What follows belongs to an exercise in optimizing a design on an open flow for small area; a production flow would make more cautious choices. Only simulation tests tie the RTL to the original design; equivalence was not proved. Power figures rest on the tool's default switching activity, not on a simulated workload.

===== flow/run.sh =====
#!/bin/bash
# The standard layout with three changes:
# - synthesis is the standard flow's own script, except that ABC maps the logic with an
#   area-oriented script (flow/abc_area_map.script: ifraig, dc2, dch, amap)
#   instead of ORFS's delay-oriented one; flip-flops are mapped as before
# - port buffers use the smallest buffer cell
# - the clock tree uses clkbuf_8 sink clusters of up to 18 flip-flops, without
#   dummy loads
set -euo pipefail
HERE=$(pwd)
{
  cat << 'EOT'
proc abc {args} {
  set i [lsearch -exact $args -script]
  if {$i >= 0} { lset args [expr {$i + 1}] $::env(AREA_ABC_SCRIPT) }
  yosys abc {*}$args
}
EOT
  cat synth_recipe.tcl
} > synth_area.tcl
export AREA_ABC_SCRIPT="$HERE/flow/abc_area_map.script"
export BUFFER_PORTS_ARGS="-buffer_cell sky130_fd_sc_hd__buf_1"
export CTS_ARGS="-sink_clustering_enable -repair_clock_nets -sink_clustering_size 18 -sink_clustering_max_diameter 60 -buf_list sky130_fd_sc_hd__clkbuf_8 -dont_use_dummy_load"
bash standard.sh SYNTH_SCRIPT="$HERE/synth_area.tcl" synth > synth.log 2>&1
bash standard.sh > standard.log 2>&1

===== flow/abc_area_map.script =====
strash
ifraig
dc2
dch -f
amap
topo

===== standard.sh =====
#!/bin/bash
# synth_recipe.tcl (not shown) runs the flow's synth.tcl, then flattens the netlist and writes it again
# the make line also repeats each setting of config.mk as NAME=value (left out here)
make -C /OpenROAD-flow-scripts/flow DESIGN_CONFIG=/design/flow/config.mk WORK_HOME=/design/flow/orfs CLKGATE_MAP_FILE= SYNTH_SCRIPT=/design/flow/synth_recipe.tcl "${@:-finish}"

===== config.mk =====
export PLATFORM = sky130hd
export DESIGN_NAME = Poly94_Video
export DESIGN_NICKNAME = Poly94_Video
export VERILOG_FILES = /design/flow/design.v
export SDC_FILE = /design/flow/constraint.sdc
export NUM_CORES = 4
export LEC_CHECK = 0
export CAP_MARGIN = 20
export CORE_MARGIN = 2
export CORE_UTILIZATION = 60
export PLACE_DENSITY = 0.7
export SLEW_MARGIN = 20
export SYNTH_HIERARCHICAL = 1
export SYNTH_MEMORY_MAX_BITS = 32768

===== constraint.sdc =====
create_clock -name core_clock -period 10.0 [get_ports {clk_i}]
set_input_delay 2.0000 -clock core_clock [delete_from_list [all_inputs] [get_ports {clk_i}]]
set_output_delay 2.0000 -clock core_clock [all_outputs]
set_load 0.01 [all_outputs]

===== design.v =====
`default_nettype none
module VGA_Timing_Generator(
    input  wire       clk_i,
    input  wire       rst_i,
    output wire       hsync_n_o,
    output wire       vsync_n_o,
    output wire       blank_n_o,
    output wire       valid_o,
    output wire       end_of_visible_line_o,
    output wire       end_of_frame_o,
    output wire       left_o,        
    output wire       top_o,         
    output wire       line0_o        
);
reg       ph;            
reg [9:0] px;            
reg [9:0] v;             
always @(posedge clk_i) begin
    if (rst_i) begin
        ph <= 1'b1;
        px <= 10'd794;
        v  <= 10'd522;
    end else begin
        ph <= ~ph;
        if (ph) begin
            if (px == 10'd795) begin
                px <= 10'd0;
                v  <= (v == 10'd522) ? 10'd0 : v + 1'b1;
            end else begin
                px <= px + 1'b1;
            end
        end
    end
end
wire vis_line = (v < 10'd480);
wire eol      = ~ph & (px == 10'd640);
assign valid_o               = ~ph;
assign blank_n_o             = (px < 10'd640) & vis_line;
assign hsync_n_o             = ~((px >= 10'd656) & (px < 10'd752));
assign vsync_n_o             = ~((v == 10'd490) | (v == 10'd491));
assign end_of_visible_line_o = eol & vis_line;
assign end_of_frame_o        = eol & (v == 10'd479);
assign left_o  = (px < 10'd320);
assign top_o   = (v < 10'd240);
assign line0_o = (v == 10'd0);
endmodule
`default_nettype none
module Video_Ctrl #(
  parameter DEPTH     = 47,
  parameter REQ_LEVEL = 29
)(
  input  wire        clk_i,
  input  wire        rst_i,
  input  wire        fb_en_i,
  output wire        sdram_cmd_valid,
  input  wire        sdram_cmd_ready,
  output wire        sdram_ack,
  output wire [23:0] sdram_addr_x16,
  input  wire        sdram_resp_valid,
  input  wire        sdram_resp_last,
  input  wire [15:0] sdram_rdata,
  input  wire        valid_i,
  input  wire        left_i,
  input  wire        top_i,
  input  wire        line0_i,
  input  wire        end_of_frame_i,
  output wire [23:0] rgb_o
);
localparam LW = $clog2(DEPTH + 1);
reg [15:0]   fifo [1:DEPTH];    
reg [LW-1:0] level;
reg [16:0]   addr;
reg          first_frame;       
reg          req;               
reg          busy;              
reg          cap;               
wire show = left_i & top_i;
wire pop  = valid_i & show & ~(first_frame & line0_i);
wire full = (level == DEPTH);
wire push = sdram_resp_valid & cap & (~full | pop);
wire ack  = sdram_resp_valid & sdram_resp_last;
wire want = (level <= REQ_LEVEL);
assign sdram_cmd_valid = req;
assign sdram_ack       = ack;
assign sdram_addr_x16  = {6'h20, 1'b0, addr};
integer k;
always @(posedge clk_i) begin
  if (push) begin
    fifo[1] <= sdram_rdata;
    for (k = 2; k <= DEPTH; k = k + 1)
      fifo[k] <= fifo[k-1];
  end
end
always @(posedge clk_i) begin
  if (rst_i) begin
    level       <= '0;
    addr        <= '0;
    first_frame <= 1'b1;
    req         <= 1'b0;
    busy        <= 1'b0;
    cap         <= 1'b0;
  end else begin
    if (push & ~pop)
      level <= level + 1'b1;
    else if (pop & ~push)
      level <= level - 1'b1;
    if (push)
      addr <= addr + 1'b1;
    if (sdram_resp_valid & ~push)
      cap <= 1'b0;
    if (req) begin
      if (sdram_cmd_ready) begin
        req  <= 1'b0;
        busy <= 1'b1;
        cap  <= 1'b1;
      end
    end else if (busy) begin
      if (ack) begin
        busy <= 1'b0;
        req  <= want;
      end
    end else begin
      req <= want;
    end
    if (end_of_frame_i) begin
      level       <= '0;
      addr        <= '0;
      first_frame <= 1'b0;
    end
  end
end
localparam NG = (DEPTH + 2) / 3;
wire [3*NG:1] sel;
wire [15:0]   ent [1:3*NG];
genvar g;
generate
  for (g = 1; g <= 3 * NG; g = g + 1) begin : g_sel
    if (g <= DEPTH) begin : g_e
      assign sel[g] = (level == g);
      assign ent[g] = fifo[g];
    end else begin : g_rep
      assign sel[g] = sel[DEPTH];
      assign ent[g] = fifo[DEPTH];
    end
  end
endgenerate
wire [15:0] grp_n [0:NG-1];
generate
  for (g = 0; g < NG; g = g + 1) begin : g_grp
    Sel3_N u_sel (
      .a0(ent[3*g+1]), .a1(ent[3*g+2]), .a2(ent[3*g+3]),
      .s0(sel[3*g+1]), .s1(sel[3*g+2]), .s2(sel[3*g+3]),
      .y_n(grp_n[g])
    );
  end
endgenerate
reg [15:0] d;
always @(*) begin
  d = 16'h0000;
  for (k = 0; k < NG; k = k + 1)
    d = d | ~grp_n[k];
end
assign rgb_o = ~fb_en_i ? 24'hFF00FF :
               ~show    ? 24'h000000 :
               {d[15:11], d[15:13], d[10:5], d[10:9], d[4:0], d[2:0]};
endmodule
module Sel3_N(
  input  wire [15:0] a0,
  input  wire [15:0] a1,
  input  wire [15:0] a2,
  input  wire        s0,
  input  wire        s1,
  input  wire        s2,
  output wire [15:0] y_n
);
assign y_n = ~((a0 & {16{s0}}) | (a1 & {16{s1}}) | (a2 & {16{s2}}));
endmodule
`default_nettype none
module Poly94_Video(
    input  wire        clk_i,
    input  wire        rst_i,
    input  wire        fb_en_i,
    output wire        sdram_cmd_valid_o,
    input  wire        sdram_cmd_ready_i,
    output wire [23:0] sdram_addr_x16_o,
    input  wire        sdram_resp_valid_i,
    input  wire        sdram_resp_last_i,
    input  wire [15:0] sdram_rdata_i,
    output wire        sdram_ack_o,
    output wire        hsync_n_o,
    output wire        vsync_n_o,
    output wire        blank_n_o,
    output wire        pixel_valid_o,
    output wire        end_of_visible_line_o,
    output wire        end_of_frame_o,
    output wire [23:0] vga_color_o
);
    wire valid, left, top, line0;
    VGA_Timing_Generator vgatm(
        .clk_i(clk_i),
        .rst_i(rst_i),
        .hsync_n_o(hsync_n_o),
        .vsync_n_o(vsync_n_o),
        .blank_n_o(blank_n_o),
        .valid_o(valid),
        .end_of_visible_line_o(end_of_visible_line_o),
        .end_of_frame_o(end_of_frame_o),
        .left_o(left),
        .top_o(top),
        .line0_o(line0)
    );
    assign pixel_valid_o = valid;
    Video_Ctrl video_inst(
        .clk_i(clk_i),
        .rst_i(rst_i),
        .fb_en_i(fb_en_i),
        .sdram_cmd_valid(sdram_cmd_valid_o),
        .sdram_cmd_ready(sdram_cmd_ready_i),
        .sdram_ack(sdram_ack_o),
        .sdram_addr_x16(sdram_addr_x16_o),
        .sdram_resp_valid(sdram_resp_valid_i),
        .sdram_resp_last(sdram_resp_last_i),
        .sdram_rdata(sdram_rdata_i),
        .valid_i(valid),
        .left_i(left),
        .top_i(top),
        .line0_i(line0),
        .end_of_frame_i(end_of_frame_o),
        .rgb_o(vga_color_o)
    );
endmodule

==> results of run 1 <==
==> kinds of logic (layout without fill, tap and decap cells) <==
family / after synthesis / count (layout) / synth area share
other: 2 / 7 / 0.000265
flip-flops: 800 / 800 / 0.829
adder cells (fa/ha/maj): 12 / 12 / 0.00529
AO/OA/AOI/OAI: 344 / 344 / 0.110
AND/OR/NAND/NOR: 256 / 256 / 0.0448
buffers and inverters: 61 / 204 / 0.0100
==> per-module statistics from Yosys (local to each module, per instance), excerpt <==
| module | flip-flops and latches | copies in the design | area [um2] |
|---|---|---|---|
| Video_Ctrl | 779 | 1 | 24800 |
| Sel3_N | 0 | 16 | 160 |
| VGA_Timing_Generator | 21 | 1 | 1070 |
==> worst max-delay path by stage <==
stage	startpoint	endpoint	slack, ps	cells after the start
after floorplan	video_inst.level[0]$_SDFFE_PP0P_	video_inst.addr[16]$_SDFFE_PP0P_	1970	21
final	video_inst.level[4]$_SDFFE_PP0P_	vga_color_o[19]	4090	8
after global placement	fb_en_i	vga_color_o[9]	4700	4
after CTS	video_inst.level[4]$_SDFFE_PP0P_	vga_color_o[19]	4050	8
after detailed placement	fb_en_i	vga_color_o[8]	4610	4
after global routing	video_inst.level[4]$_SDFFE_PP0P_	vga_color_o[19]	3920	8
==> flip-flops by register name, summed over array words and instances, names as in the netlist <==
name and cells:
video_inst.fifo 752, video_inst.addr 17, vgatm.px 10, vgatm.v 10
video_inst.level 6, vgatm.ph 1, video_inst.busy 1, video_inst.cap 1
video_inst.first_frame 1, video_inst.req 1
==> synth_stat cells (15+ instances only) <==
master    instances  area [um2]
edfxtp_1        752       22600
a222oi_1        256        2560
nor2_1           86         323
nand4_1          69         432
dfxtp_1          48         961
clkinv_1         46         173
o21ai_0          32         160
nand2_1          29         109
nand3_1          21         105
a21oi_1          17        85.1
nor3_1           16        80.1
buf_4            15         113
nor4_1           15        93.8
==> layer usage <==
layer  vias to the layer above  GRT usage
met1                      7993      0.349
met2                       853      0.345
li1                       6836          -
met5                         -          0
met4                         0     0.0630
met3                        86     0.0492
==> area by class of cell <==
cell class	instances	area, um2	area share
sequential	800	23500	0.773
multi-input combinational	619	4650	0.153
tap	607	759	0.0249
clock buffer	53	729	0.0240
timing repair buffer	105	563	0.0185
inverter	46	199	0.00653
==> metrics by stage <==
| stage | instances | total power, mW | utilization |
|---|---|---|---|
| CTS | 2230 | 5.57 | 0.653 |
| global route | 2230 | 5.71 | 0.653 |
| finish | 2230 | 5.52 | 0.653 |
| detailed placement | 2177 | 4.19 | 0.637 |
| global placement | 2177 | 4.17 | 0.637 |
| floorplan | 1480 | 4.11 | - |
==> power breakdown <==
part	internal (mW)	switching, mW	leakage [nW]
sequential	3.81	0.0722	7.27
combinational	0.0520	0.178	1.59
clock	0.476	0.933	0.381
==> impl_metrics.ini, run 1 <==
[run_status]
status = finished clean

[hold_path]
hold_depth = 0
whs_endpoint = video_inst.fifo[29][0]$_DFFE_PP_
hp-start = video_inst.fifo[28][0]$_DFFE_PP_
hp-class = reg2reg

[setup_path]
cp_top_family = simple AND/OR/NAND/NOR gates
cp_cell_sequence = clkinv_1 > nand2_1 > nor2_2 > a222oi_1 > nand4_1 > nor4_1 > o21ai_0 > buf_1
endpoint_kind = output port
r2r_end = video_inst.fifo[19][15]$_DFFE_PP_
critPathLaunchType = register
cp.arrival_ps = 3910
critPathMaxFanout = 16
required_ps = 8000
criticalPathCategory = reg2out
ff2ff_setup_slack_ps = 5460
slowest_stage = nand2_1
path_buf_inv = 2
reg2reg_from = video_inst.level[4]$_SDFFE_PP0P_
slowest_delay_ps = 640
r2r_cells = 8

[synthesis]
synth_cell_type_count = 35
syn_avg_cell_area_um2 = 19.2
synthCells = 1475
ys_ff_latch = 800
yosysWarnings = 10
async_reset_ff_frac = 0
synth_seq_area_share = 0.829
synth_edf_count = 752
synth_ff_type = edfxtp_1
netlist_area_um2 = 28400

[layout]
fin_area_um2 = 30400
fill_cells = 3119
final_common_cell = edfxtp_1
num-nets-final = 1659
drive_gt1_frac = 0.0696
area_growth_pct = 7.24
antenna_cells = 0
layout_common_cells = edfxtp_1, a222oi_1, buf_1

[floorplan]
design.core.area_um2 = 46700
start_util = 0.608
die-area_um2 = 49100
die-height_um = 222
io_pins = 78
die_x_um = 222
row_count = 79

[sta]
period_minus_slack_ps = 5910
tns_ps = 0
hold_slack_ps = 428
post-route-period-util = 0.591
setup_viol = 0
clock.fmax_mhz = 169
slew_headroom = 0.248
rsz0062_at_grt = no
worstMarginPinSlew_ps = 1130
setup_ws_ps = 4090
slew_viol_final = 0
finalHoldViolCount = 0
finClkSkew_ps = 46.5

[power_and_ir_drop]
irDropWorstVdd_uv = 136
power_density_nw_per_um2 = 181
p_leak_nw = 9.25

[placement]
port_buffers = 70
gp_congestion = 0.837
placed_cell_area_um2 = 29700
preCtsSetupSlack_ps = 4610
dpl.hpwl_um = 36600

[drt]
wire_per_inst_um = 25.8
drt-initial-drc-count = 3042
met2_length_um = 26200
drtPass1Iterations = 8
vias = 15768
avgViaCountPerCell = 7.07
routed_wl_um = 57500
top_layer = met4
drtAntennaViolNets = 0
met3WireLength_um = 5650
drt-met1-wl_um = 24400
drcViolationCount = 0

[clock_network]
postCtsHoldBufs = 0
htreeDepth = 2
clk_path_buf_depth = 3
cts_inserted_buffers = 53
postCtsSetupBuffers = 0
path_clk_slew_ps = 110
cts_sinks = 800
cts_tree = yes
ctsResizeCount = 0
root_buffer = clkbuf_8
clock_insertion_delay_worst_skew_ps = 670

[global_routing]
grt_pass1_vias = 14587
antenna_found_initial = 0
grt_overflow = 0
grt_pass1_wl_um = 86700
grt_max_degree = 216
grt_usage = 0.230

[flow_run]
maxCapViolCount = 0
==> run 2: changes to the inputs <==
==> flow/abc_area_map.script (replaced) <==
strash
dch -f
amap
topo
==> run 2 against run 1 <==
  * Clock skew hardly changed
  * Total power decreased by 3.8%
  * Via count increased by 0.84%
  * Sequential share of layout area shrank 0.20 points
  * Flip-flop and latch count did not move
  * Highest routed layer unchanged
  * Critical endpoint is now vga_color_o[8]
  * Largest power group unchanged
  * First-iteration DRC count shrank 8.5%
  * Die area increased by 0.42%
  * Synthesized area increased by 0.44%
  * Register-to-register slack worse by 780 ps
  * Sequential power down 3%
  * Global-route usage rose by 0.33 points
  * Hold slack got worse by 19 ps
==> impl_metrics.ini, run 2 <==
[run_status]
status = finished clean

[sta]
rsz0062_at_grt = no
worstMarginPinSlew_ps = 1120
finClkSkew_ps = 46.2
finalHoldViolCount = 0
setup_viol = 0
slew_headroom = 0.251
clock.fmax_mhz = 167
post-route-period-util = 0.601
tns_ps = 0
period_minus_slack_ps = 6010
slew_viol_final = 0

[floorplan]
die-height_um = 222
io_pins = 78
design.core.area_um2 = 46800
die-area_um2 = 49300
die_x_um = 222
row_count = 79
start_util = 0.610

[synthesis]
ys_ff_latch = 800
netlist_area_um2 = 28500
yosysWarnings = 10
synth_most_common_cell = edfxtp_1
synth_top_cell_area_share = 0.792
synth_ff_type = edfxtp_1
synthTopCellsByArea = edfxtp_1, a222oi_1, dfxtp_1
synth_edf_count = 752
synth_seq_area_share = 0.826
synth_commonest_cells = edfxtp_1, a222oi_1, nor2_1, nand4_1, dfxtp_1
syn_avg_cell_area_um2 = 19.0
synthCells = 1502
post-synth-top-area-cell = edfxtp_1
synth_cell_type_count = 40
async_reset_ff_frac = 0

[clock_network]
htreeDepth = 2
clock_insertion_delay_worst_skew_ps = 680
cts_inserted_buffers = 52
postCtsSetupBuffers = 0
ctsResizeCount = 0
root_buffer = clkbuf_8
postCtsHoldBufs = 0
cts_tree = yes
clk_path_buf_depth = 3
path_clk_slew_ps = 120
cts_sinks = 800

[layout]
reg_top3 = video_inst.fifo (752), video_inst.addr (17)
drive_gt1_frac = 0.0670
top_register = video_inst.fifo
largest_register_ff_count = 752
area_growth_pct = 7.05
layout_common_cells = edfxtp_1, a222oi_1, nor2_1
instances_no_fill = 2251
final_common_cell = edfxtp_1
num-nets-final = 1679

[global_routing]
use_met1 = 0.354
busiest_layer = met1
grt_usage = 0.233
grt_pass1_wl_um = 88800
grtUsageMet3 = 0.0602
grt_max_degree = 237
antenna_found_initial = 1
grt_overflow = 0
grt_util_met2 = 0.338
grt_pass1_vias = 14918

[setup_path]
required_ps = 8000
critPathLaunchType = register
critPathMaxFanout = 32
cp.arrival_ps = 4010
endpoint_kind = output port
criticalPathCategory = reg2out

[drt]
avgViaCountPerCell = 7.06
routed_wl_um = 58700
drt-initial-drc-count = 2782
drtAntennaViolNets = 0
drtPass1Iterations = 10
drcViolationCount = 0
wire_per_inst_um = 26.1
vias = 15900

[power_and_ir_drop]
p_total_mw = 5.32
power_density_nw_per_um2 = 174
irDropWorstVdd_uv = 130
p_leak_nw = 9.14

[flow_run]
maxCapViolCount = 0

[hold_path]
hp-class = reg2reg

[placement]
dpl.hpwl_um = 37500
dp_cells = 2197
port_buffers = 70
gp_congestion = 0.926
## run 2: logic make-up (layout without fill, tap and decap cells)
kind of cell,count (synthesis),count (layout),share of synthesized area
adders and majority gates,12,12,0.00527
DFF,800,800,0.826
buffers and inverters,62,198,0.0101
other,2,8,0.000263
AOI/OAI and AO/OA,330,330,0.108
and+or+nand+nor,296,296,0.0509
## run 2: layout make-up
class / instances / area, um2
clock buffers: 52 / 716
repair buffers: 99 / 526
multi-input cells: 645 / 4770
well taps: 607 / 759
inverters: 47 / 203
flip-flops and latches: 800 / 23500
fillers: 3141 / 16200
diodes: 1 / 2.50
## run 2: report_power, final
part	total, mW	internal, mW	switching [mW]
Clock	1.39	0.467	0.924
Sequential	3.76	3.72	0.0449
Combinational	0.160	0.0405	0.120
## run 2: final timing paths
check	start	to	slack, ps	cells after the start
setup / recovery	video_inst.level[4]$_SDFFE_PP0P_	vga_color_o[8]	3990	9
hold / removal	video_inst.fifo[4][8]$_DFFE_PP_	video_inst.fifo[5][8]$_DFFE_PP_	410	0
setup reg to reg	video_inst.level[4]$_SDFFE_PP0P_	video_inst.fifo[24][14]$_DFFE_PP_	4680	9
hold reg to reg	video_inst.fifo[4][8]$_DFFE_PP_	video_inst.fifo[5][8]$_DFFE_PP_	410	0
## run 2: modules after synthesis (local to each module, per instance), excerpt
module	copies in the design	flip-flops and latches	cells	area, um2
Video_Ctrl	1	779	1091	24800
VGA_Timing_Generator	1	21	155	1130
Sel3_N	16	0	16	160
## run 2: critical path, cell delays in order, from the launching register on
cell and delay, ps:
dfxtp_1 350, clkinv_1 170, nand2_1 590, nor2_2 120, buf_4 270, a222oi_1 590, nand4_1 340, nor4_1 600
nor2_1 120, buf_1 150
## run 2: through the flow
| stage | instance area [um2] | hold slack [ps] | worst slack, ps | util |
|---|---|---|---|---|
| floorplan | 28500 | 425 | 1510 | - |
| global placement | 29800 | 428 | 4280 | 0.637 |
| detailed placement | 29800 | 431 | 4110 | 0.637 |
| CTS | 30500 | 408 | 4020 | 0.652 |
| global route | 30500 | 426 | 3720 | 0.653 |
| finish | 30500 | 408 | 3990 | 0.653 |
## run 2: per-layer routing
metal	vias to the layer above	share of wire
li1	6934	-
met1	8019	0.43
met2	859	0.45
met3	88	0.11
met4	0	0.022
met5	-	0
==> run 3: changes to the inputs <==
==> flow/abc_area_map.script (replaced) <==
strash
dc2
dch -f
amap
topo
==> run 3 against run 2 <==
  * Clock skew rose by 20 ps
  * Setup slack lost 120 ps
  * Still clean on timing, DRC and antenna
  * Die area down 0.38%
==> impl_metrics.ini, run 3 <==
[setup_path]
cp.arrival_ps = 4130
endpoint_kind = output port
slowest_delay_ps = 670
critPathLaunchType = register
r2r_cells = 21
required_ps = 8000
critPathLaunch = video_inst.level[4]$_SDFFE_PP0P_
ff2ff_setup_slack_ps = 5360
critPathCapture = vga_color_o[1]
critPathMaxFanout = 16
reg2reg_from = video_inst.level[4]$_SDFFE_PP0P_
slowest_stage = nand2_1
criticalPathCategory = reg2out
r2r_end = video_inst.addr[16]$_SDFFE_PP0P_
cp_cell_sequence = clkinv_1 > nand2_1 > nor2_2 > a222oi_1 > nand4_1 > nor4_1 > o21ai_0 > buf_1

[layout]
drive_gt1_frac = 0.0736
layout_common_cells = edfxtp_1, a222oi_1, buf_1
top_register = video_inst.fifo
num-nets-final = 1652
reg_top3 = video_inst.fifo (752), video_inst.addr (17)
area_growth_pct = 7.00
final_common_cell = edfxtp_1
fin_area_um2 = 30400
antenna_cells = 0
largest_register_ff_count = 752
final_core_util = 0.651

[synthesis]
synthCells = 1482
synth_top_cell_area_share = 0.795
synth_cell_type_count = 34
ys_ff_latch = 800
post-synth-top-area-cell = edfxtp_1
netlist_area_um2 = 28400
synth_ff_type = edfxtp_1
yosysWarnings = 10
synth_edf_count = 752
synth_commonest_cells = edfxtp_1, a222oi_1, nor2_1, nand4_1, dfxtp_1
async_reset_ff_frac = 0
synthTopCellsByArea = edfxtp_1, a222oi_1, dfxtp_1
synth_seq_area_share = 0.829
syn_avg_cell_area_um2 = 19.2
synth_most_common_cell = edfxtp_1

[drt]
drcViolationCount = 0
drtPass1Iterations = 10
vias = 15802
drtAntennaViolNets = 0
drt-initial-drc-count = 2962
avgViaCountPerCell = 7.11
wire_per_inst_um = 26.9
routed_wl_um = 59900

[flow_run]
maxCapViolCount = 0

[clock_network]
clk_path_buf_depth = 3
htreeDepth = 2
cts_tree = yes
postCtsSetupBuffers = 0
ctsResizeCount = 0
cts_inserted_buffers = 53
postCtsHoldBufs = 0
cts_sinks = 800
path_clk_slew_ps = 100
root_buffer = clkbuf_8
clock_insertion_delay_worst_skew_ps = 690

[floorplan]
design.core.area_um2 = 46700
die-area_um2 = 49100
die-height_um = 222
start_util = 0.609
row_count = 79
die_x_um = 222
io_pins = 78

[sta]
rsz0062_at_grt = no
setup_viol = 0
period_minus_slack_ps = 6130
finClkSkew_ps = 66.5
post-route-period-util = 0.613
tns_ps = 0
slew_headroom = 0.168
hold_slack_ps = 419
finalHoldViolCount = 0
clock.fmax_mhz = 163
slew_viol_final = 0
worstMarginPinSlew_ps = 1250

[global_routing]
antenna_found_initial = 0
grt_pass1_wl_um = 90500
grt_pass1_vias = 14896
grt_max_degree = 219
grt_overflow = 0
grt_usage = 0.241

[hold_path]
hp-class = reg2reg

[placement]
dpl.hpwl_um = 36900
placed_cell_area_um2 = 29700
port_buffers = 70
gp_congestion = 0.883

[power_and_ir_drop]
p_leak_nw = 9.19
irDropWorstVdd_uv = 123
p_total_mw = 5.53
power_density_nw_per_um2 = 182

[run_status]
status = finished clean
[run 3: cell types whose count changed in the layout (fill, tap and decap cells not counted), sizes merged, moves of 6 or more]
cell | before | now
nand3 | 24 | 17
a21oi | 5 | 15
nor2 | 110 | 93
buf | 99 | 91
nor4 | 24 | 12
and3 | 1 | 9
o41a | 0 | 6
a211oi | 21 | 15
o21ai | 21 | 32
[run 3: metrics by stage]
stage	cells	setup slack (ps)
2_1_floorplan	1487	1970
3_3_place_gp	2170	4530
3_5_place_dp	2170	4620
4_1_cts	2223	3880
5_1_grt	2223	3640
6_report	2223	3870
[run 3: metal layers]
layer	track usage	vias up	wire, um
met5	0	-	0
met4	0.0619	0	1310
met3	0.0526	83	6210
met2	0.368	885	27700
met1	0.360	8011	24700
li1	-	6823	-
[run 3: layout make-up]
type / instances / area (um2)
flip-flops and latches: 800 / 23500
fillers: 3214 / 16300
multi-input cells: 628 / 4730
well taps: 607 / 759
clock buffers: 53 / 729
repair buffers: 91 / 440
inverters: 44 / 191
[run 3: power by group]
part | switching (mW) | internal [mW] | leakage, nW
Sequential | 0.0741 | 3.81 | 7.28
Combinational | 0.183 | 0.0521 | 1.54
Clock | 0.933 | 0.476 | 0.381
[run 3: worst min-delay path by stage]
| stage | slack [ps] | from | end | depth (start not counted) |
|---|---|---|---|---|
| 3_3_place_gp | 420 | vgatm.ph$_SDFF_PP1_ | vgatm.ph$_SDFF_PP1_ | 1 |
| 6_report | 420 | video_inst.fifo[8][13]$_DFFE_PP_ | video_inst.fifo[9][13]$_DFFE_PP_ | 0 |
| 5_1_grt | 430 | video_inst.fifo[8][13]$_DFFE_PP_ | video_inst.fifo[9][13]$_DFFE_PP_ | 0 |
| 3_5_place_dp | 430 | vgatm.ph$_SDFF_PP1_ | vgatm.ph$_SDFF_PP1_ | 1 |
| 2_1_floorplan | 400 | vgatm.ph$_SDFF_PP1_ | vgatm.ph$_SDFF_PP1_ | 1 |
| 4_1_cts | 430 | video_inst.fifo[8][13]$_DFFE_PP_ | video_inst.fifo[9][13]$_DFFE_PP_ | 0 |
[run 3: per-module statistics from Yosys (local to each module, per instance), a selection]
module / area [um2] / copies in the design / flops+latches / cells inside
Video_Ctrl: 24800 / 1 / 779 / 1076
VGA_Timing_Generator: 1080 / 1 / 21 / 150
Sel3_N: 160 / 16 / 0 / 16
[run 3: logic make-up (layout without fill, tap and decap cells)]
logic type,after synthesis,count (layout),synth area share
other,2,7,0.000264
and+or+nand+nor,268,268,0.0464
AOI/OAI and AO/OA,341,341,0.109
buffers and inverters,59,188,0.00978
DFF,800,800,0.829
adders and majority gates,12,12,0.00529
[run 3: critical path: cells and delay by family, from the launching register on]
kind | cells | cell delay, ps
buffers and inverters | 2 | 390
AND/OR/NAND/NOR | 4 | 1930
flip-flops | 1 | 370
AO/OA/AOI/OAI | 2 | 790
==> run 4: changes to the inputs <==
--- a/config.mk
+++ b/config.mk
@@ -7,3 +7,3 @@
 export LEC_CHECK = 0
-export CAP_MARGIN = 20
+export CAP_MARGIN = 5
 export CORE_MARGIN = 2
@@ -11,3 +11,3 @@
 export PLACE_DENSITY = 0.7
-export SLEW_MARGIN = 20
+export SLEW_MARGIN = 5
 export SYNTH_HIERARCHICAL = 1
==> run 4 against run 3 <==
  * Synthesized cell count is the same
  * Hold slack better by 0.53 ps
  * Sequential share of layout area is essentially flat
  * Critical path depth stayed put
  * Sequential power hardly changed
  * Utilization hardly changed
  * Non-clock buffer count is the same
  * Fmax about the same
  * Largest cell class unchanged
  * Highest routed layer unchanged
==> impl_metrics.ini, run 4 <==
[synthesis]
post-synth-top-area-cell = edfxtp_1
synth_most_common_cell = edfxtp_1
synth_ff_type = edfxtp_1
netlist_area_um2 = 28400
syn_avg_cell_area_um2 = 19.2
synthTopCellsByArea = edfxtp_1, a222oi_1, dfxtp_1
synth_edf_count = 752
async_reset_ff_frac = 0
synth_seq_area_share = 0.829
ys_ff_latch = 800
synthCells = 1482
yosysWarnings = 10
synth_top_cell_area_share = 0.795
synth_commonest_cells = edfxtp_1, a222oi_1, nor2_1, nand4_1, dfxtp_1
synth_cell_type_count = 34

[floorplan]
die-area_um2 = 49100
io_pins = 78
start_util = 0.609
die-height_um = 222
design.core.area_um2 = 46700
die_x_um = 222
row_count = 79

[layout]
num-nets-final = 1652
reg_top3 = video_inst.fifo (752), video_inst.addr (17)
top_register = video_inst.fifo
drive_gt1_frac = 0.0736
final_common_cell = edfxtp_1
instances_no_fill = 2223
seq_area_um2 = 23500
fill_cells = 3217
layout_common_cells = edfxtp_1, a222oi_1, buf_1
multi_input_area_um2 = 4730
area_growth_pct = 6.97
largest_register_ff_count = 752
antenna_cells = 0
fin_area_um2 = 30400

[global_routing]
grt_max_degree = 219
grt_usage = 0.241
grt_pass1_wl_um = 90500
grt_pass1_vias = 14896
antenna_found_initial = 0
grt_overflow = 0

[drt]
routed_wl_um = 59900
drcViolationCount = 0
avgViaCountPerCell = 7.10
vias = 15777
drt-initial-drc-count = 2966
wire_per_inst_um = 26.9
drtPass1Iterations = 13
drtAntennaViolNets = 0

[sta]
finalHoldViolCount = 0
tns_ps = 0
clock.fmax_mhz = 163
slew_viol_final = 0
worstMarginPinSlew_ps = 1220
hold_slack_ps = 420
period_minus_slack_ps = 6130
setup_ws_ps = 3870
setup_viol = 0
slew_headroom = 0.183
rsz0062_at_grt = no
post-route-period-util = 0.613
finClkSkew_ps = 65.1

[power_and_ir_drop]
p_leak_nw = 9.19
clkPwrFrac = 0.254
combPwrFrac = 0.042
switching_share = 0.215
power_density_nw_per_um2 = 182
p_seq_frac = 0.703
power_switching_mw = 1.19
p_int_mw = 4.34
irDropWorstVdd_uv = 123

[setup_path]
cp.arrival_ps = 4130
required_ps = 8000
path_buf_inv = 2
slowest_delay_ps = 670
ff2ff_setup_slack_ps = 5120
cp_cell_sequence = clkinv_1 > nand2_1 > nor2_2 > a222oi_1 > nand4_1 > nor4_1 > o21ai_0 > buf_1
r2r_cells = 8
critPathLaunchType = register
criticalPathCategory = reg2out
critPathMaxFanout = 16
r2r_end = video_inst.fifo[30][8]$_DFFE_PP_
slowest_stage = nand2_1
cp_top_family = simple AND/OR/NAND/NOR gates
reg2reg_from = video_inst.level[4]$_SDFFE_PP0P_
endpoint_kind = output port

[clock_network]
postCtsHoldBufs = 0
root_buffer = clkbuf_8
clock_insertion_delay_worst_skew_ps = 690
cts_sinks = 800
clk_path_buf_depth = 3
cts_inserted_buffers = 53
cts_tree = yes
ctsResizeCount = 0
postCtsSetupBuffers = 0
path_clk_slew_ps = 100
htreeDepth = 2

[placement]
placed_cell_area_um2 = 29700
dpl.hpwl_um = 36900
port_buffers = 70
gp_congestion = 0.883
preCtsSetupSlack_ps = 4620
dp_cells = 2170

[flow_run]
maxCapViolCount = 0

[hold_path]
hp-class = reg2reg
hold_depth = 0
hp-start = video_inst.fifo[8][13]$_DFFE_PP_
whs_endpoint = video_inst.fifo[9][13]$_DFFE_PP_

[run_status]
status = finished clean
run 4: cell counts after synthesis:
Identical to the previous run, type by type.
run 4: logic make-up (layout without fill, tap and decap cells):
group                      Yosys count  after routing  share of synthesized area
and+or+nand+nor                    268            268                     0.0464
buffers and inverters               59            188                    0.00978
other                                2              7                   0.000264
AOI/OAI and AO/OA                  341            341                      0.109
adders and majority gates           12             12                    0.00529
DFF                                800            800                      0.829
run 4: area by class of cell:
type | instances | share of cell area
clock buffer | 53 | 0.0240
sequential | 800 | 0.775
multi-input combinational | 628 | 0.156
inverter | 44 | 0.00630
timing repair buffer | 91 | 0.0142
tap | 607 | 0.0250
run 4: per-module statistics from Yosys, one instance, submodules excluded, excerpt:
module / cell area (um2) / cells / copies in the design / flip-flops and latches
Video_Ctrl: 24800 / 1076 / 1 / 779
VGA_Timing_Generator: 1080 / 150 / 1 / 21
Sel3_N: 160 / 16 / 16 / 0
run 4: worst max path at each step:
stage	from	endpoint	slack [ps]	depth (start not counted)
2_1_floorplan	video_inst.level[0]$_SDFFE_PP0P_	video_inst.addr[16]$_SDFFE_PP0P_	1970	21
5_1_grt	video_inst.level[4]$_SDFFE_PP0P_	vga_color_o[4]	3640	8
4_1_cts	video_inst.level[4]$_SDFFE_PP0P_	vga_color_o[1]	3880	8
6_report	video_inst.level[4]$_SDFFE_PP0P_	vga_color_o[1]	3870	8
3_5_place_dp	video_inst.level[4]$_SDFFE_PP0P_	vga_color_o[1]	4620	8
3_3_place_gp	video_inst.level[4]$_SDFFE_PP0P_	vga_color_o[1]	4530	8
run 4: metrics by stage:
stage,util,power [mW]
after global routing,0.651,5.73
final,0.651,5.53
after detailed placement,0.636,4.20
after global placement,0.636,4.18
after CTS,0.651,5.57
after floorplan,-,4.11
run 4: layer usage:
layer	vias to the layer above	wire [um]	track usage
li1	6823	-	-
met1	7977	24700	0.360
met2	894	27600	0.368
met3	83	6220	0.0526
met4	0	1330	0.0619
met5	-	0	0
run 4: worst reg2reg max path: cells and delay by family (launching register included):
family                 cells  cell delay [ps]
AND/OR/NAND/NOR            3             1320
flip-flops                 1              370
buffers and inverters      4             2530
AO/OA/AOI/OAI              1              270
run 4: power groups by stage:
| stage | sequential [mW] | combinational, mW | clock [mW] |
|---|---|---|---|
| 2_1_floorplan | 3.97 | 0.148 | 0 |
| 3_3_place_gp | 3.95 | 0.228 | 0 |
| 3_5_place_dp | 3.96 | 0.233 | 0 |
| 4_1_cts | 3.89 | 0.233 | 1.45 |
| 5_1_grt | 3.90 | 0.256 | 1.57 |
| 6_report | 3.89 | 0.235 | 1.41 |
==> run 5: changes to the inputs <==
--- a/flow/run.sh
+++ b/flow/run.sh
@@ -6,3 +6,3 @@
 # - port buffers use the smallest buffer cell
-# - the clock tree uses clkbuf_8 sink clusters of up to 18 flip-flops, without
+# - the clock tree uses clkbuf_4 sink clusters of up to 10 flip-flops, without
 #   dummy loads
@@ -22,3 +22,3 @@
 export BUFFER_PORTS_ARGS="-buffer_cell sky130_fd_sc_hd__buf_1"
-export CTS_ARGS="-sink_clustering_enable -repair_clock_nets -sink_clustering_size 18 -sink_clustering_max_diameter 60 -buf_list sky130_fd_sc_hd__clkbuf_8 -dont_use_dummy_load"
+export CTS_ARGS="-sink_clustering_enable -repair_clock_nets -sink_clustering_size 10 -sink_clustering_max_diameter 45 -buf_list sky130_fd_sc_hd__clkbuf_4 -dont_use_dummy_load"
 bash standard.sh SYNTH_SCRIPT="$HERE/synth_area.tcl" synth > synth.log 2>&1
--- a/config.mk
+++ b/config.mk
@@ -7,3 +7,3 @@
 export LEC_CHECK = 0
-export CAP_MARGIN = 5
+export CAP_MARGIN = 20
 export CORE_MARGIN = 2
@@ -11,3 +11,3 @@
 export PLACE_DENSITY = 0.7
-export SLEW_MARGIN = 5
+export SLEW_MARGIN = 20
 export SYNTH_HIERARCHICAL = 1
==> run 5 against run 4 <==
  * Combinational power is essentially flat
  * Final area is essentially flat
  * Via count grew 1.7%
  * Sequential power is essentially flat
  * Register-to-register slack gained 190 ps
  * Count of clock-buffer cells in the layout grew 40
  * Flip-flop and latch count is the same
  * Clock power is essentially flat
  * Die area is the same
  * Clock skew shrank 8.5 ps
  * Utilization is essentially flat
  * Highest routed layer unchanged
  * Still clean on timing, DRC and antenna
==> impl_metrics.ini, run 5 <==
[run_status]
status = finished clean

[clock_network]
clock_insertion_delay_worst_skew_ps = 820
cts_inserted_buffers = 93
postCtsSetupBuffers = 0
clk_path_buf_depth = 3
cts_sinks = 800
path_clk_slew_ps = 100
root_buffer = clkbuf_4
cts_tree = yes
postCtsHoldBufs = 0
htreeDepth = 3
ctsResizeCount = 0

[layout]
reg_top3 = video_inst.fifo (752), video_inst.addr (17)
drive_gt1_frac = 0.0960
top_register = video_inst.fifo
largest_register_ff_count = 752
area_growth_pct = 6.91
final_core_util = 0.651
instances_no_fill = 2265
num-nets-final = 1692
seq_area_um2 = 23500
fill_cells = 3228
multi_input_area_um2 = 4730
final_common_cell = edfxtp_1
layout_common_cells = edfxtp_1, a222oi_1, clkbuf_4

[synthesis]
synthCells = 1482
synthMuxAreaShare = 0
synth_ff_type = edfxtp_1
synth_edf_count = 752
synth_top_family_by_area = compound AO/OA/AOI/OAI gates
synth_top_cell_area_share = 0.795
synth_cell_type_count = 34
syn_avg_cell_area_um2 = 19.2
ys_ff_latch = 800
synth_xor_xnor_area_share = 0
synthAdderAreaFrac = 0.00529
synthTopCellsByArea = edfxtp_1, a222oi_1, dfxtp_1
synth_simple_gate_area_frac = 0.0464
synth_seq_area_share = 0.829
async_reset_ff_frac = 0
synth_compound_area_frac = 0.109
netlist_area_um2 = 28400
synth_commonest_cells = edfxtp_1, a222oi_1, nor2_1, nand4_1, dfxtp_1
post-synth-top-area-cell = edfxtp_1
yosysWarnings = 10
synth_most_common_cell = edfxtp_1

[global_routing]
antenna_found_initial = 2
grt_usage = 0.246
grt_pass1_wl_um = 91900
grt_pass1_vias = 15194
grt_max_degree = 219
grt_overflow = 0

[setup_path]
critPathMaxFanout = 16
ff2ff_setup_slack_ps = 5310
endpoint_kind = output port
critPathLaunch = video_inst.level[4]$_SDFFE_PP0P_
r2r_cells = 8
required_ps = 8000
criticalPathCategory = reg2out
cp.arrival_ps = 4330
critPathLaunchType = register
reg2reg_from = video_inst.level[4]$_SDFFE_PP0P_
r2r_end = video_inst.fifo[36][7]$_DFFE_PP_

[drt]
avgViaCountPerCell = 7.08
routed_wl_um = 60600
met2_length_um = 27500
vias = 16040
top_layer = met4
drt-met1-wl_um = 25100
met3WireLength_um = 6400
drtAntennaViolNets = 0
wire_per_inst_um = 26.8
drtPass1Iterations = 10
drcViolationCount = 0
drt-initial-drc-count = 3240

[floorplan]
row_count = 79
start_util = 0.609
die-area_um2 = 49100
io_pins = 78
die-height_um = 222
design.core.area_um2 = 46700
die_x_um = 222

[power_and_ir_drop]
irDropWorstVdd_uv = 119
power_density_nw_per_um2 = 182
p_leak_nw = 9.24

[placement]
dpl.hpwl_um = 36900
port_buffers = 70
dp_cells = 2170
gp_congestion = 0.883

[hold_path]
hold_depth = 0
hp-class = reg2reg
whs_endpoint = video_inst.fifo[32][11]$_DFFE_PP_
hp-start = video_inst.fifo[31][11]$_DFFE_PP_

[sta]
finalHoldViolCount = 0
rsz0062_at_grt = no
period_minus_slack_ps = 6330
slew_viol_final = 0
post-route-period-util = 0.633
slew_headroom = 0.190
setup_viol = 0
tns_ps = 0
clock.fmax_mhz = 158
finClkSkew_ps = 56.6
worstMarginPinSlew_ps = 1210

[flow_run]
maxCapViolCount = 0
## run 5: per-module statistics from Yosys (local to each module, per instance), a selection
module,copies in the design,area [um2]
Sel3_N,16,160
VGA_Timing_Generator,1,1080
Video_Ctrl,1,24800
## run 5: metrics by stage
| step | hold slack (ps) | cell area (um2) | worst slack (ps) | total power [mW] |
|---|---|---|---|---|
| 6_report | 413 | 30400 | 3670 | 5.52 |
| 5_1_grt | 425 | 30400 | 3410 | 5.74 |
| 4_1_cts | 399 | 30400 | 3680 | 5.57 |
| 3_5_place_dp | 427 | 29700 | 4620 | 4.20 |
| 3_3_place_gp | 416 | 29700 | 4530 | 4.18 |
| 2_1_floorplan | 395 | 28400 | 1970 | 4.11 |
## run 5: worst max-delay path, stage by stage, from the launching register on
cell and delay [ps]:
dfxtp_1 360, clkinv_1 160, nand2_1 660, nor2_2 380, a222oi_1 500, nand4_1 350, nor4_1 560, o21ai_0 330
buf_1 220
## run 5: final cells by class
cell class,count,area share
well taps,607,0.0250
repair buffers,91,0.0145
flip-flops and latches,800,0.775
diodes,2,0.000165
inverters,44,0.00630
clock buffers,93,0.0230
multi-input cells,628,0.156
## run 5: report_power, final
group          total, mW  internal, mW  switching (mW)  leakage (nW)
clock               1.39         0.428           0.966         0.428
sequential          3.89          3.81          0.0741          7.28
combinational      0.236        0.0521           0.184          1.54
total               5.52          4.29            1.22          9.24
## run 5: kinds of logic after synthesis
group                    after synthesis
AO/OA/AOI/OAI                        341
buffers and inverters                 59
flip-flops                           800
other                                  2
adder cells (fa/ha/maj)               12
AND/OR/NAND/NOR                      268
## run 5: routing by layer
metal | vias to the layer above | global-route usage
met3 | 120 | 0.0526
met1 | 8004 | 0.369
met4 | 0 | 0.0822
li1 | 6940 | -
met2 | 976 | 0.365
met5 | - | 0
## run 5: worst max-delay path by stage
| stage | to | slack, ps |
|---|---|---|
| final | vga_color_o[4] | 3670 |
| after global routing | vga_color_o[4] | 3410 |
| after CTS | vga_color_o[1] | 3680 |
| after detailed placement | vga_color_o[1] | 4620 |
| after global placement | vga_color_o[1] | 4530 |
| after floorplan | video_inst.addr[16]$_SDFFE_PP0P_ | 1970 |
==> run 6: changes to the inputs <==
--- a/design.v
+++ b/design.v
@@ -73,5 +73,6 @@
 reg          first_frame;       
-reg          req;               
 reg          busy;              
-reg          cap;               
+reg          st0;               
+wire         req = ~busy & st0;
+wire         cap = busy & st0;
 wire show = left_i & top_i;
@@ -98,5 +99,4 @@
     first_frame <= 1'b1;
-    req         <= 1'b0;
     busy        <= 1'b0;
-    cap         <= 1'b0;
+    st0         <= 1'b0;
   end else begin
@@ -108,17 +108,14 @@
       addr <= addr + 1'b1;
-    if (sdram_resp_valid & ~push)
-      cap <= 1'b0;
-    if (req) begin
-      if (sdram_cmd_ready) begin
-        req  <= 1'b0;
-        busy <= 1'b1;
-        cap  <= 1'b1;
-      end
-    end else if (busy) begin
+    if (busy) begin
       if (ack) begin
         busy <= 1'b0;
-        req  <= want;
+        st0  <= want;
+      end else if (sdram_resp_valid & ~push) begin
+        st0  <= 1'b0;
       end
+    end else if (st0) begin
+      if (sdram_cmd_ready)
+        busy <= 1'b1;
     end else begin
-      req <= want;
+      st0 <= want;
     end
==> run 6 against run 5 <==
  * Routed wire length decreased by 4.8%
  * Hold slack got worse by 44 ps
  * Count of clock-buffer cells in the layout increased by 3
  * Critical endpoint is now vga_color_o[3]
  * Register-to-register slack improved by 290 ps
  * Largest power group unchanged
  * Flip-flop and latch count decreased by 1
  * Utilization increased by 0.46 points
  * Critical path depth increased by 2
  * Clock skew increased by 35 ps
  * First-iteration DRC count decreased by 11%
==> impl_metrics.ini, run 6 <==
[run_status]
status = finished clean

[layout]
layout_common_cells = edfxtp_1, a222oi_1, clkbuf_4
area_growth_pct = 7.60
fill_cells = 3183
largest_register_ff_count = 752
drive_gt1_frac = 0.0953
reg_top3 = video_inst.fifo (752), video_inst.addr (17)
num-nets-final = 1715
final_common_cell = edfxtp_1
top_register = video_inst.fifo
instances_no_fill = 2287

[setup_path]
criticalPathCategory = reg2out
reg2reg_from = video_inst.level[4]$_SDFFE_PP0P_
required_ps = 8000
slowest_stage = o21ai_0
r2r_end = video_inst.fifo[24][4]$_DFFE_PP_
endpoint_kind = output port
critPathLaunchType = register
slowest_delay_ps = 600
r2r_cells = 9
cp_cell_sequence = clkinv_1 > nor2_1 > nand2_1 > nor2_2 > buf_4 > a222oi_1 > nand4_1 > nor4_1 > o21ai_0 > buf_1
ff2ff_setup_slack_ps = 5600
critPathMaxFanout = 33
cp.arrival_ps = 3970

[sta]
rsz0062_at_grt = no
clock.fmax_mhz = 167
worstMarginPinSlew_ps = 1070
slew_viol_final = 0
slew_headroom = 0.288
period_minus_slack_ps = 5970
setup_ws_ps = 4030
post-route-period-util = 0.597
finClkSkew_ps = 91.6
tns_ps = 0
setup_viol = 0
finalHoldViolCount = 0

[synthesis]
synthTopCellsByArea = edfxtp_1, a222oi_1, dfxtp_1
synth_edf_count = 752
syn_avg_cell_area_um2 = 19.2
yosysWarnings = 10
synthCells = 1474
netlist_area_um2 = 28400
post-synth-top-area-cell = edfxtp_1
synth_seq_area_share = 0.829
synth_ff_type = edfxtp_1
synth_top_cell_area_share = 0.796
synth_most_common_cell = edfxtp_1
synth_commonest_cells = edfxtp_1, a222oi_1, nor2_1, nand4_1, dfxtp_1
ys_ff_latch = 799
async_reset_ff_frac = 0
synth_cell_type_count = 33

[floorplan]
io_pins = 78
row_count = 79
start_util = 0.609
die_x_um = 221
die-area_um2 = 49000
design.core.area_um2 = 46600
die-height_um = 221

[drt]
drtPass1Iterations = 13
wire_per_inst_um = 25.2
avgViaCountPerCell = 6.93
vias = 15853
routed_wl_um = 57700
drcViolationCount = 0
drt-initial-drc-count = 2894
drtAntennaViolNets = 0

[hold_path]
whs_endpoint = video_inst.fifo[26][13]$_DFFE_PP_
hp-class = reg2reg
hp-start = video_inst.fifo[25][13]$_DFFE_PP_
hold_depth = 0

[placement]
preCtsSetupSlack_ps = 4300
gp_congestion = 0.896
dp_cells = 2188
dpl.hpwl_um = 36400
port_buffers = 70

[clock_network]
clock_insertion_delay_worst_skew_ps = 840
htreeDepth = 3
cts_inserted_buffers = 96
cts_tree = yes
root_buffer = clkbuf_4
cts_sinks = 799
postCtsHoldBufs = 0
clk_path_buf_depth = 3
path_clk_slew_ps = 100
ctsResizeCount = 0
postCtsSetupBuffers = 0

[power_and_ir_drop]
power_density_nw_per_um2 = 172
p_leak_nw = 9.35
irDropWorstVdd_uv = 111

[global_routing]
antenna_found_initial = 1
grt_max_degree = 221
grt_pass1_wl_um = 88200
grt_pass1_vias = 15174
grt_overflow = 0
grt_usage = 0.233

[flow_run]
maxCapViolCount = 0
## run 6: changes by cell type after synthesis, moves of 2 or more
cell | before | now
nand3_1 | 17 | 14
o21ai_0 | 32 | 35
nor3_1 | 16 | 12
nor2b_1 | 3 | 6
o22ai_1 | 4 | 2
nor2_1 | 93 | 90
clkinv_1 | 44 | 38
a21oi_1 | 15 | 18
and2_0 | 2 | 0
and3_1 | 9 | 11
## run 6: cell type report
class,count,area (um2),area share
antenna,1,2.50,0.0000820
clock buffer,96,721,0.0236
inverter,38,144,0.00472
multi-input combinational,627,4660,0.153
sequential,799,23500,0.771
tap,607,759,0.0249
timing repair buffer,119,703,0.0230
## run 6: through the flow
stage	util	instance area [um2]	hold WS [ps]	total power [mW]
floorplan	-	28400	395	3.89
global placement	0.639	29700	423	3.90
detailed placement	0.639	29700	425	3.91
CTS	0.654	30400	378	5.30
global route	0.655	30500	385	5.44
finish	0.655	30500	369	5.24
## run 6: report_power, final
| group | internal, mW | leakage, nW | total, mW | switching (mW) |
|---|---|---|---|---|
| Combinational | 0.0337 | 1.73 | 0.126 | 0.0920 |
| Clock | 0.441 | 0.442 | 1.40 | 0.964 |
| Sequential | 3.68 | 7.18 | 3.71 | 0.0320 |
## run 6: worst max-delay path by stage
stage	from	end	slack [ps]	depth (start not counted)
after global routing	video_inst.level[3]$_SDFFE_PP0P_	vga_color_o[3]	3820	10
after detailed placement	sdram_resp_valid_i	video_inst.fifo[26][0]$_DFFE_PP_	4300	5
after global placement	fb_en_i	vga_color_o[10]	4520	4
after floorplan	sdram_resp_valid_i	video_inst.addr[16]$_SDFFE_PP0P_	-7830	13
final	video_inst.level[3]$_SDFFE_PP0P_	vga_color_o[3]	4030	10
after CTS	video_inst.level[3]$_SDFFE_PP0P_	vga_color_o[3]	4090	10
## run 6: critical path, delay by kind of cell, from the launching register on
kind,cells,cell delay [ps]
simple gates,5,1020
buf+inv,3,860
compound gates,2,790
flops,1,460
## run 6: layer usage
| layer | up-vias | share of wire | GRT usage |
|---|---|---|---|
| met5 | - | 0.00071 | 0.00684 |
| met4 | 2 | 0.023 | 0.0816 |
| met3 | 100 | 0.095 | 0.0546 |
| met2 | 767 | 0.44 | 0.330 |
| met1 | 8004 | 0.44 | 0.358 |
| li1 | 6980 | - | - |
## run 6: cell families after synthesis
group,share of synthesized area
compound gates,0.110
fa+ha+maj,0.00529
buf+inv,0.00900
flops,0.829
other cells,0.000265
simple gates,0.0461
## run 6: modules after synthesis (local to each module, per instance), a selection
module / copies in the design / cells inside / flip-flops and latches / cell area [um2]
VGA_Timing_Generator: 1 / 150 / 21 / 1080
Video_Ctrl: 1 / 1068 / 778 / 24700
Sel3_N: 16 / 16 / 0 / 160
==> run 7: changes to the inputs <==
--- a/flow/run.sh
+++ b/flow/run.sh
@@ -6,3 +6,3 @@
 # - port buffers use the smallest buffer cell
-# - the clock tree uses clkbuf_4 sink clusters of up to 10 flip-flops, without
+# - the clock tree uses clkbuf_8 sink clusters of up to 18 flip-flops, without
 #   dummy loads
@@ -22,3 +22,3 @@
 export BUFFER_PORTS_ARGS="-buffer_cell sky130_fd_sc_hd__buf_1"
-export CTS_ARGS="-sink_clustering_enable -repair_clock_nets -sink_clustering_size 10 -sink_clustering_max_diameter 45 -buf_list sky130_fd_sc_hd__clkbuf_4 -dont_use_dummy_load"
+export CTS_ARGS="-sink_clustering_enable -repair_clock_nets -sink_clustering_size 18 -sink_clustering_max_diameter 60 -buf_list sky130_fd_sc_hd__clkbuf_8 -dont_use_dummy_load"
 bash standard.sh SYNTH_SCRIPT="$HERE/synth_area.tcl" synth > synth.log 2>&1
==> run 7 against run 6 <==
  * Global-route usage down 0.56 points
  * Critical path depth unchanged
  * Sequential share of layout area about the same
  * Final cell count down 1.9%
  * Still clean on timing, DRC and antenna
  * Hold slack better by 35 ps
  * Fmax up 3.9%
  * Largest cell class unchanged
  * Highest routed layer is now met4
  * Combinational power about the same
  * Die area unchanged
  * Register-to-register slack better by 60 ps
==> impl_metrics.ini, run 7 <==
[run_status]
status = finished clean

[placement]
dpl.hpwl_um = 36400
port_buffers = 70
placed_cell_area_um2 = 29700
gp_congestion = 0.896

[floorplan]
design.core.area_um2 = 46600
die_x_um = 221
io_pins = 78
die-area_um2 = 49000
start_util = 0.609
row_count = 79
die-height_um = 221

[drt]
drcViolationCount = 0
avgViaCountPerCell = 6.96
drtPass1Iterations = 12
drtAntennaViolNets = 0
wire_per_inst_um = 25.5
drt-initial-drc-count = 3065
vias = 15611
routed_wl_um = 57200

[setup_path]
criticalPathCategory = reg2out
cp.arrival_ps = 3750
endpoint_kind = output port
r2r_cells = 9
critPathLaunchType = register
reg2reg_from = video_inst.level[4]$_SDFFE_PP0P_
critPathMaxFanout = 33
ff2ff_setup_slack_ps = 5660
required_ps = 8000
r2r_end = video_inst.fifo[17][11]$_DFFE_PP_

[synthesis]
synthTopCellsByArea = edfxtp_1, a222oi_1, dfxtp_1
yosysWarnings = 10
synth_ff_type = edfxtp_1
ys_ff_latch = 799
synth_commonest_cells = edfxtp_1, a222oi_1, nor2_1, nand4_1, dfxtp_1
netlist_area_um2 = 28400
synth_top_cell_area_share = 0.796
synth_most_common_cell = edfxtp_1
syn_avg_cell_area_um2 = 19.2
async_reset_ff_frac = 0
synth_seq_area_share = 0.829
synth_edf_count = 752
synth_cell_type_count = 33
synthCells = 1474
post-synth-top-area-cell = edfxtp_1

[power_and_ir_drop]
switching_share = 0.201
irDropWorstVdd_uv = 138
p_int_mw = 4.19
clkPwrFrac = 0.268
p_leak_nw = 9.29
p_seq_frac = 0.708
power_switching_mw = 1.06
combPwrFrac = 0.024
power_density_nw_per_um2 = 172

[flow_run]
maxCapViolCount = 0

[clock_network]
htreeDepth = 2
root_buffer = clkbuf_8
ctsResizeCount = 0
cts_sinks = 799
cts_tree = yes
path_clk_slew_ps = 110
clk_path_buf_depth = 3
postCtsSetupBuffers = 0
clock_insertion_delay_worst_skew_ps = 710
cts_inserted_buffers = 53
postCtsHoldBufs = 0

[layout]
final_core_util = 0.656
multi_input_area_um2 = 4660
layout_common_cells = edfxtp_1, a222oi_1, nor2_1
drive_gt1_frac = 0.0715
fill_cells = 3145
seq_area_um2 = 23500
top_register = video_inst.fifo
largest_register_ff_count = 752
antenna_cells = 0
area_growth_pct = 7.62
num-nets-final = 1672
reg_top3 = video_inst.fifo (752), video_inst.addr (17)
final_common_cell = edfxtp_1
fin_area_um2 = 30500

[global_routing]
use_met1 = 0.352
antenna_found_initial = 0
grt_max_degree = 221
grtUsageMet3 = 0.0543
busiest_layer = met1
grt_util_met2 = 0.328
grt_usage = 0.227
grt_pass1_vias = 14728
grt_pass1_wl_um = 86400
grt_overflow = 0

[sta]
post-route-period-util = 0.575
finClkSkew_ps = 114
clock.fmax_mhz = 174
rsz0062_at_grt = no
period_minus_slack_ps = 5750
worstMarginPinSlew_ps = 1070
setup_viol = 0
slew_headroom = 0.285
slew_viol_final = 0
finalHoldViolCount = 0

[hold_path]
hp-start = video_inst.fifo[28][0]$_DFFE_PP_
hold_depth = 0
whs_endpoint = video_inst.fifo[29][0]$_DFFE_PP_
hp-class = reg2reg
run 7: modules after synthesis (local to each module, per instance), a selection:
module	copies in the design	cells
VGA_Timing_Generator	1	150
Video_Ctrl	1	1068
Sel3_N	16	16
run 7: layer usage:
metal  vias to the layer above  part of all wire
met2                       767              0.44
met3                        91             0.098
met1                      7892              0.44
met4                         0             0.023
li1                       6861                 -
met5                         -                 0
run 7: final cells by class:
cell class              count  area share
inverters                  38     0.00471
repair buffers            119      0.0230
well taps                 607      0.0249
multi-input cells         627       0.153
clock buffers              53      0.0239
flip-flops and latches    799       0.771
run 7: how the worst max path moves through the flow:
stage | from | depth (start not counted) | end | slack [ps]
6_report | video_inst.level[3]$_SDFFE_PP0P_ | 10 | vga_color_o[3] | 4250
5_1_grt | video_inst.level[3]$_SDFFE_PP0P_ | 10 | vga_color_o[3] | 4010
4_1_cts | video_inst.level[3]$_SDFFE_PP0P_ | 10 | vga_color_o[3] | 4300
3_5_place_dp | sdram_resp_valid_i | 5 | video_inst.fifo[26][0]$_DFFE_PP_ | 4300
3_3_place_gp | fb_en_i | 4 | vga_color_o[10] | 4520
2_1_floorplan | sdram_resp_valid_i | 13 | video_inst.addr[16]$_SDFFE_PP0P_ | -7830
run 7: critical path, cell delays in order, from the launching register on:
cell and delay, ps:
dfxtp_1 470, clkinv_1 280, nor2_1 360, nand2_1 230, nor2_2 120, buf_4 360
a222oi_1 200, nand4_1 250, nor4_1 80, o21ai_0 540, buf_1 220
run 7: kinds of logic (layout without fill, tap and decap cells):
group           count (synthesis)  in the layout  synth area share
flops                         799            799             0.829
other cells                     2              7          0.000265
simple gates                  264            264            0.0461
buf+inv                        53            210           0.00900
compound gates                344            344             0.110
fa+ha+maj                      12             12           0.00529
run 7: stage by stage:
stage          setup slack (ps)  hold slack (ps)  power [mW]  std cells   TNS, ps
2_1_floorplan             -7830              395        3.89       1479  -3810210
3_3_place_gp               4520              423        3.90       2188         0
3_5_place_dp               4300              425        3.91       2188         0
4_1_cts                    4300              412        5.29       2241         0
5_1_grt                    4010              419        5.41       2243         0
6_report                   4250              404        5.24       2243         0
run 7: power by group through the flow:
stage / clock network (mW) / registers, mW / logic (mW)
after CTS: 1.45 / 3.71 / 0.124
after floorplan: 0 / 3.81 / 0.0828
final: 1.41 / 3.71 / 0.126
after global routing: 1.55 / 3.72 / 0.139
after global placement: 0 / 3.78 / 0.120
after detailed placement: 0 / 3.79 / 0.123

==> afterwards: timing with drivers on the ports <==
The flow's constraints put no driver on any port. The routed layouts listed below were extracted and timed again, unchanged, in two steps.
Step 1 assumes that a clkbuf_16 drives the clock port and a buf_2 every other input.
Step 2 adds t to the input delays and takes it off the output delays; t is the mean of the earliest and latest rising clock arrival at the registers after step 1. Input paths then give back, and output paths get back, about the clock's delay inside the block.
a / b / c = ideal ports / drivers / drivers and shift; a / b = the first two.
| run | t (ns) | setup slack, ns | worst setup path after step 2 | latest minus earliest clock arrival (ns) |
|---|---|---|---|---|
| run 1 | 0.705 | 4.093 / 4.037 / 4.597 | input to output | 0.047 / 0.047 |
| run 2 | 0.709 | 3.994 / 3.942 / 3.959 | input to register | 0.051 / 0.050 |
| run 3 | 0.706 | 3.874 / 3.821 / 4.527 | register to output | 0.078 / 0.078 |
| run 4 | 0.704 | 3.871 / 3.819 / 4.523 | register to output | 0.079 / 0.079 |
| run 5 | 0.856 | 3.670 / 3.616 / 4.472 | register to output | 0.084 / 0.084 |
| run 6 | 0.864 | 4.026 / 3.968 / 4.382 | input to output | 0.118 / 0.118 |
| run 7 | 0.703 | 4.252 / 4.200 / 4.404 | input to output | 0.114 / 0.114 |
After both steps setup and hold are still met in every run listed. The setup slack of run 2, which loses most, moves by -0.052 ns with the drivers and by -0.035 ns with both steps.
